Context: an optimization exercise on an open-source flow, tuned for small area and a short achievable clock period. The choices shown serve that exercise and are no tape-out recipe.
Where RTL was checked, it was by simulation tests only, not by an equivalence proof against the original.
The clock input has no modelled driver; a real chip could not lean on it and would need a root buffer or a full tree.

Setup of job 9025:
## uart_circle_area
module uart_circle_area (
  input         clock,
  input         reset,
  input         rx_i,
  output [7:0]  rx_data,
  output [31:0] area_o,
  output reg    rx_data_valid,
  output reg    rx_error
);
Size in the first run: ~400 cells after synthesis.
export LEC_CHECK = 0
export ABC_AREA = 1
export CAP_MARGIN = 20
export CORE_MARGIN = 2
export CORE_UTILIZATION = 80
export PLACE_DENSITY = 0.9
export SLEW_MARGIN = 20
export SYNTH_HIERARCHICAL = 1
create_clock -name core_clock -period 24.0 [get_ports {clock}]
standard.sh (not shown) runs the stock make flow with config.mk's settings and CLKGATE_MAP_FILE= SYNTH_SCRIPT=/design/flow/synth_recipe.tcl, a recipe that flattens the netlist after the stock synthesis.
==> flow/flow/run.sh <==
#!/bin/bash
# The standard layout (the standard.sh, unchanged synthesis and steps).
# Only difference: the port buffers that global placement inserts on every
# input and output use sky130_fd_sc_hd__buf_2 instead of the resizer's pick.
cp standard.sh standard.sh.txt
export BUFFER_PORTS_ARGS="-buffer_cell sky130_fd_sc_hd__buf_2"
bash standard.sh > standard.log 2>&1
Modified inputs, job 8463 compared to job 9025
Settings: PLACE_DENSITY no longer set, was 0.9; CORE_UTILIZATION now 40, was 80.
==> flow/flow/run.sh <==
#!/bin/bash
# The standard layout (the standard.sh: unchanged synthesis and steps) with
# two differences:
# - the port buffers that global placement puts on every input and output are
#   sky130_fd_sc_hd__buf_2 instead of the resizer's pick;
# - the resizer's setup repair (floorplan, CTS, global route) aims for 18.4 ns of
#   slack at the design's 24 ns clock, so it also shortens paths that already
#   meet 24 ns. The SDC and the clock period are the standard flow's, unchanged.
cp standard.sh standard.sh.txt
export BUFFER_PORTS_ARGS="-buffer_cell sky130_fd_sc_hd__buf_2"
export SETUP_SLACK_MARGIN=18.4
bash standard.sh > standard.log 2>&1
==> comparison <==
Looking at the reports, job 8463 completed the entire flow and the layout it produced met the timing, design-rule and antenna checks.
Job 8463 vs. job 9025: first-pass GRT wire length went down, routed wire length went down.
Between job 9025 and job 8463, the flow reports post-route cell area increasing by a little under 10%.
Delta (job 8463 minus job 9025): overall track demand over capacity in global routing -19 points.
On worst path setup slack after routing, the higher figure sits with job 8463, not job 9025.
Compared with job 9025, job 8463 shows a higher post-placement worst setup slack.
Synthesis-to-layout area growth: higher on job 8463
Input-level comparison between job 286 and job 8463:
Settings: a change of CORE_UTILIZATION from 40 to 65; an added PLACE_DENSITY of 0.75.
==> flow/flow/run.sh <==
#!/bin/bash
# The standard layout (the standard.sh, unchanged synthesis and steps).
# Only difference: the port buffers that global placement inserts on every
# input and output use sky130_fd_sc_hd__buf_2 instead of the resizer's pick.
cp standard.sh standard.sh.txt
export BUFFER_PORTS_ARGS="-buffer_cell sky130_fd_sc_hd__buf_2"
bash standard.sh > standard.log 2>&1
Findings:
A worst setup path startpoint of acc[14] is what job 8463 shows, while acc[13] belongs to job 286.
Job 286 vs. job 8463: worst-margin pin slew went down by 0.013 ns.
Total core area in job 286 is about 40% lower than in job 8463
Job 286 vs job 8463: number of standard-cell rows in the floorplan down in job 286
When the final numbers for job 8463 and job 286 were put side by side, the relative slew slack turned out to be greater in job 286.
| first-pass GRT wire length | lower: job 286 |
Job 8463 reports its worst setup path endpoint as area_o[14] while job 286 reports area_o[13].
--- input diff job 286..job 8309 ---
Settings: CTS_CLUSTER_SIZE: unset -> 40; CTS_CLUSTER_DIAMETER: unset -> 150; PLACE_DENSITY: 0.75 -> unset; CORE_UTILIZATION: 65 -> 40.
[summary]
Job 8309 has growth of design area from synthesis to finish above what job 286 had. Per the comparison of job 8309 with job 286, number of max-slew violations in the final report shows no meaningful change; first-pass GRT wire length climbed 540 um; tightest slew margin relative to the limit now smaller. Job 286 → job 8309: placeable core area rose by about 65%, worst reg-to-reg setup slack grew by 0.07 ns, utilization decreased by 28 points relative to the old numbers, total non-filler cell area in the finished layout has increased. Looking at total wire length after detailed routing across both flows, job 8309 is the weaker of the two, with job 286 ahead.
No functional check of the RTL was part of any run of this note.

---

uart_circle_area, a different RTL version from the one above (not shown whole).
Size: ~380 cells after synthesis, roughly 34 flip-flops, about 45 I/O pins, roughly 3600 um2 of cells after synthesis.
Settings: LEC_CHECK=0, ABC_AREA=1, CAP_MARGIN=20, CORE_MARGIN=2, CORE_UTILIZATION=70, PLACE_DENSITY=0.85, SLEW_MARGIN=20, SYNTH_HIERARCHICAL=1; clock period 24.0 ns.
==> flow/flow/run.sh <==
#!/bin/bash
# The standard layout (the standard.sh: unchanged synthesis and steps) with
# these differences:
# - the port buffers that global placement puts on every input and output are
#   sky130_fd_sc_hd__buf_1 instead of the resizer's pick;
# - the tie-low cell that synthesis makes is not split into one cell per load
#   (SKIP_REPAIR_TIE_FANOUT), so the constant outputs share it;
# - after CTS, nbuf.tcl replaces the clock tree by 2 clkbuf_8 buffers, each fed
#   by the clock port and driving one placement cluster of the 34 flip-flops;
#   then the standard steps go on from global routing. The buffers are alike
#   and so are their loads, so all flip-flops see about the same clock arrival.
cp standard.sh standard.sh.txt
export BUFFER_PORTS_ARGS="-buffer_cell sky130_fd_sc_hd__buf_1"
export CTS_ARGS="-sink_clustering_enable -repair_clock_nets -buf_list sky130_fd_sc_hd__clkbuf_8 -root_buf sky130_fd_sc_hd__clkbuf_8 -dont_use_dummy_load"
export SKIP_REPAIR_TIE_FANOUT=1
bash standard.sh cts > standard_cts.log 2>&1
RES_DIR=orfs/results/sky130hd/uart_circle_area/base CLK_NET=clock NBUF=2 CLKBUF=sky130_fd_sc_hd__clkbuf_8 \
  openroad -no_init -exit flow/nbuf.tcl > nbuf.log 2>&1
bash standard.sh > standard.log 2>&1
==> flow/flow/nbuf.tcl <==
# Replace the clock tree that CTS built by NBUF clock buffers (CLKBUF), each
# driven straight from the clock port and driving one cluster of flip-flop
# clock pins (k-means on the pin positions, clusters of equal size). Reads and rewrites the CTS result.
set res $::env(RES_DIR)
set nbuf $::env(NBUF)
read_db $res/4_1_cts.odb
set db [ord::get_db]
set block [ord::get_db_block]
set clk [$block findNet $::env(CLK_NET)]
set bufs {}
set nets {}
set sinks {}
proc walk {net} {
  global bufs nets sinks
  foreach it [$net getITerms] {
    if {[$it getIoType] != "INPUT"} { continue }
    set inst [$it getInst]
    set m [[$inst getMaster] getName]
    if {[string match "sky130_fd_sc_hd__clkbuf_*" $m]} {
      lappend bufs $inst
      set on [[$inst findITerm X] getNet]
      if {$on ne "NULL"} { lappend nets $on; walk $on }
    } else {
      lappend sinks $it
    }
  }
}
walk $clk
puts "nbuf: [llength $bufs] tree buffers, [llength $sinks] sinks"
set px {}; set py {}
foreach it $sinks {
  set b [[$it getInst] getBBox]
  lappend px [expr {([$b xMin] + [$b xMax]) / 2}]
  lappend py [expr {([$b yMin] + [$b yMax]) / 2}]
}
set n [llength $sinks]
# k-means, seeded by sinks spread along x
set order [lsort -integer -indices $px]
set cx {}; set cy {}
for {set k 0} {$k < $nbuf} {incr k} {
  set i [lindex $order [expr {int(($k + 0.5) * $n / $nbuf)}]]
  lappend cx [lindex $px $i]; lappend cy [lindex $py $i]
}
# balanced k-means: each buffer gets at most ceil(n / nbuf) flip-flops
set cap [expr {($n + $nbuf - 1) / $nbuf}]
for {set iter 0} {$iter < 20} {incr iter} {
  set pairs {}
  for {set i 0} {$i < $n} {incr i} {
    for {set k 0} {$k < $nbuf} {incr k} {
      set d [expr {abs([lindex $px $i] - [lindex $cx $k]) + abs([lindex $py $i] - [lindex $cy $k])}]
      lappend pairs [list $d $i $k]
    }
  }
  set pairs [lsort -integer -index 0 $pairs]
  set asg [lrepeat $n -1]
  set fill [lrepeat $nbuf 0]
  foreach p $pairs {
    lassign $p d i k
    if {[lindex $asg $i] >= 0 || [lindex $fill $k] >= $cap} { continue }
    lset asg $i $k
    lset fill $k [expr {[lindex $fill $k] + 1}]
  }
  for {set k 0} {$k < $nbuf} {incr k} {
    set sx 0; set sy 0; set c 0
    for {set i 0} {$i < $n} {incr i} {
      if {[lindex $asg $i] == $k} { incr sx [lindex $px $i]; incr sy [lindex $py $i]; incr c }
    }
    if {$c > 0} { lset cx $k [expr {$sx / $c}]; lset cy $k [expr {$sy / $c}] }
  }
}
foreach it $sinks { $it disconnect }
foreach b $bufs {
  foreach it [$b getITerms] { $it disconnect }
  odb::dbInst_destroy $b
}
foreach nn $nets { odb::dbNet_destroy $nn }
set master [$db findMaster $::env(CLKBUF)]
for {set k 0} {$k < $nbuf} {incr k} {
  set inst [odb::dbInst_create $block $master clkbuf_${k}_clock]
  set onet [odb::dbNet_create $block clknet_${k}_clock]
  $onet setSigType CLOCK
  [$inst findITerm A] connect $clk
  [$inst findITerm X] connect $onet
  set c 0
  for {set i 0} {$i < $n} {incr i} {
    if {[lindex $asg $i] == $k} { [lindex $sinks $i] connect $onet; incr c }
  }
  $inst setLocation [lindex $cx $k] [lindex $cy $k]
  $inst setPlacementStatus PLACED
  $inst setSourceType TIMING
  puts "nbuf: buffer $k at [lindex $cx $k] [lindex $cy $k] drives $c flip-flops"
}
detailed_placement
check_placement
write_db $res/4_1_cts.odb
write_db $res/4_cts.odb
The first run completed without violations.
Rerun with:
--- a/flow/flow/run.sh
+++ b/flow/flow/run.sh
@@ -8 +8 @@
-# - after CTS, nbuf.tcl replaces the clock tree by 2 clkbuf_8 buffers, each fed
+# - after CTS, nbuf.tcl replaces the clock tree by 3 clkbuf_8 buffers, each fed
@@ -17 +17 @@
-RES_DIR=orfs/results/sky130hd/uart_circle_area/base CLK_NET=clock NBUF=2 CLKBUF=sky130_fd_sc_hd__clkbuf_8 \
+RES_DIR=orfs/results/sky130hd/uart_circle_area/base CLK_NET=clock NBUF=3 CLKBUF=sky130_fd_sc_hd__clkbuf_8 \
--- a/flow/flow/nbuf.tcl
+++ b/flow/flow/nbuf.tcl
@@ -3 +3 @@
-# clock pins (k-means on the pin positions, clusters of equal size). Reads and rewrites the CTS result.
+# clock pins (k-means on the pin positions). Reads and rewrites the CTS result.
@@ -44,2 +43,0 @@
-# balanced k-means: each buffer gets at most ceil(n / nbuf) flip-flops
-set cap [expr {($n + $nbuf - 1) / $nbuf}]
@@ -47 +45 @@
-  set pairs {}
+  set asg {}
@@ -48,0 +47 @@
+    set best 0; set bd -1
@@ -51 +50 @@
-      lappend pairs [list $d $i $k]
+      if {$bd < 0 || $d < $bd} { set bd $d; set best $k }
@@ -53,9 +52 @@
-  }
-  set pairs [lsort -integer -index 0 $pairs]
-  set asg [lrepeat $n -1]
-  set fill [lrepeat $nbuf 0]
-  foreach p $pairs {
-    lassign $p d i k
-    if {[lindex $asg $i] >= 0 || [lindex $fill $k] >= $cap} { continue }
-    lset asg $i $k
-    lset fill $k [expr {[lindex $fill $k] + 1}]
+    lappend asg $best
--- a/flow/config.mk
+++ b/flow/config.mk
@@ -11,2 +11 @@
-export CORE_UTILIZATION = 70
-export PLACE_DENSITY = 0.85
+export CORE_UTILIZATION = 40
Outcome:
- The new run completed without violations
- setup slack hardly moves
- via count decreases by 2.3%
- maximum frequency is about the same
- routed wire length increases by 2.1%
- hold slack hardly moves
- final cell count increases by 8.4%
- count of clock-buffer cells in the layout increases by 1
Rerun with:
--- a/flow/flow/nbuf.tcl
+++ b/flow/flow/nbuf.tcl
@@ -3 +3 @@
-# clock pins (k-means on the pin positions). Reads and rewrites the CTS result.
+# clock pins (k-means on the pin positions, clusters of equal size). Reads and rewrites the CTS result.
@@ -43,0 +44,2 @@
+# balanced k-means: each buffer gets at most ceil(n / nbuf) flip-flops
+set cap [expr {($n + $nbuf - 1) / $nbuf}]
@@ -45 +47 @@
-  set asg {}
+  set pairs {}
@@ -47 +48,0 @@
-    set best 0; set bd -1
@@ -50 +51 @@
-      if {$bd < 0 || $d < $bd} { set bd $d; set best $k }
+      lappend pairs [list $d $i $k]
@@ -52 +53,9 @@
-    lappend asg $best
+  }
+  set pairs [lsort -integer -index 0 $pairs]
+  set asg [lrepeat $n -1]
+  set fill [lrepeat $nbuf 0]
+  foreach p $pairs {
+    lassign $p d i k
+    if {[lindex $asg $i] >= 0 || [lindex $fill $k] >= $cap} { continue }
+    lset asg $i $k
+    lset fill $k [expr {[lindex $fill $k] + 1}]
--- a/flow/config.mk
+++ b/flow/config.mk
@@ -11 +11,2 @@
-export CORE_UTILIZATION = 40
+export CORE_UTILIZATION = 70
+export PLACE_DENSITY = 0.85
Effect:
- routed wire length fell by about 1.2%
- count of clock-buffer cells in the layout does not change
- cell area fell by about 1.3%
- setup slack improves by 0.032 ns
- die area fell by about 40%
- synthesized area is unchanged
- maximum frequency rose by about 0.54%
- utilization rose by 31 points
Rerun with:
--- a/flow/flow/nbuf.tcl
+++ b/flow/flow/nbuf.tcl
@@ -3 +3 @@
-# clock pins (k-means on the pin positions, clusters of equal size). Reads and rewrites the CTS result.
+# clock pins (k-means on the pin positions). Reads and rewrites the CTS result.
@@ -44,2 +43,0 @@
-# balanced k-means: each buffer gets at most ceil(n / nbuf) flip-flops
-set cap [expr {($n + $nbuf - 1) / $nbuf}]
@@ -47 +45 @@
-  set pairs {}
+  set asg {}
@@ -48,0 +47 @@
+    set best 0; set bd -1
@@ -51 +50 @@
-      lappend pairs [list $d $i $k]
+      if {$bd < 0 || $d < $bd} { set bd $d; set best $k }
@@ -53,9 +52 @@
-  }
-  set pairs [lsort -integer -index 0 $pairs]
-  set asg [lrepeat $n -1]
-  set fill [lrepeat $nbuf 0]
-  foreach p $pairs {
-    lassign $p d i k
-    if {[lindex $asg $i] >= 0 || [lindex $fill $k] >= $cap} { continue }
-    lset asg $i $k
-    lset fill $k [expr {[lindex $fill $k] + 1}]
+    lappend asg $best
Non-clock buffer count stays the same.
Clock skew climbs by 0.014 ns.
Wire length is lower by about 0.3%.
Count of clock-buffer cells in the layout is unchanged.
Final area does not change.
Fmax is about the same.
Utilization does not change.

what the ideal ports hide:
How much do the figures lean on ideal ports? The routed layouts below were timed once more, with nothing changed but the port constraints. Step 1 (the two cells are an assumption about what drives the block):
set clk [get_ports {clock}]
set_driving_cell -lib_cell sky130_fd_sc_hd__clkbuf_16 $clk
set_driving_cell -lib_cell sky130_fd_sc_hd__buf_2 [delete_from_list [all_inputs] $clk]
Step 2 adds t to the input delays and takes it off the output delays; t is the mean of the earliest and latest rising clock arrival at the registers after step 1. Input paths then give back, and output paths get back, about the clock's delay inside the block. Slacks: no drivers / after step 1 / after step 2; pairs: no drivers / after step 1.
| run | t (ns) | slack for setup (ns) | worst hold slack (ns) | worst setup path after step 2 |
|---|---|---|---|---|
| job 9025 | 0.327 | 18.006 / 17.976 / 18.070 | 0.460 / 0.460 / 0.460 | input to register |
| job 8463 | 0.321 | 18.187 / 18.157 / 18.165 | 0.459 / 0.459 / 0.459 | input to register |
| job 286 | 0.328 | 18.002 / 17.973 / 18.152 | 0.472 / 0.472 / 0.472 | input to register |
| job 8309 | 0.321 | 18.005 / 17.975 / 18.166 | 0.459 / 0.459 / 0.459 | input to register |
| the first run of note 2 | 0.199 | 18.108 / 18.072 / 18.118 | 0.496 / 0.496 / 0.496 | input to register |
| the second run of note 2 | 0.193 | 18.110 / 18.057 / 18.119 | 0.495 / 0.495 / 0.495 | input to register |
| the third run of note 2 | 0.178 | 18.142 / 18.100 / 18.118 | 0.492 / 0.492 / 0.492 | input to register |
| the fourth run of note 2 | 0.185 | 18.144 / 18.096 / 18.114 | 0.496 / 0.496 / 0.496 | input to register |
After both steps every run listed still meets setup and hold. For the fourth run of note 2, which loses most, drivers alone change the setup slack by -0.048 ns; drivers and shift together by -0.030 ns.
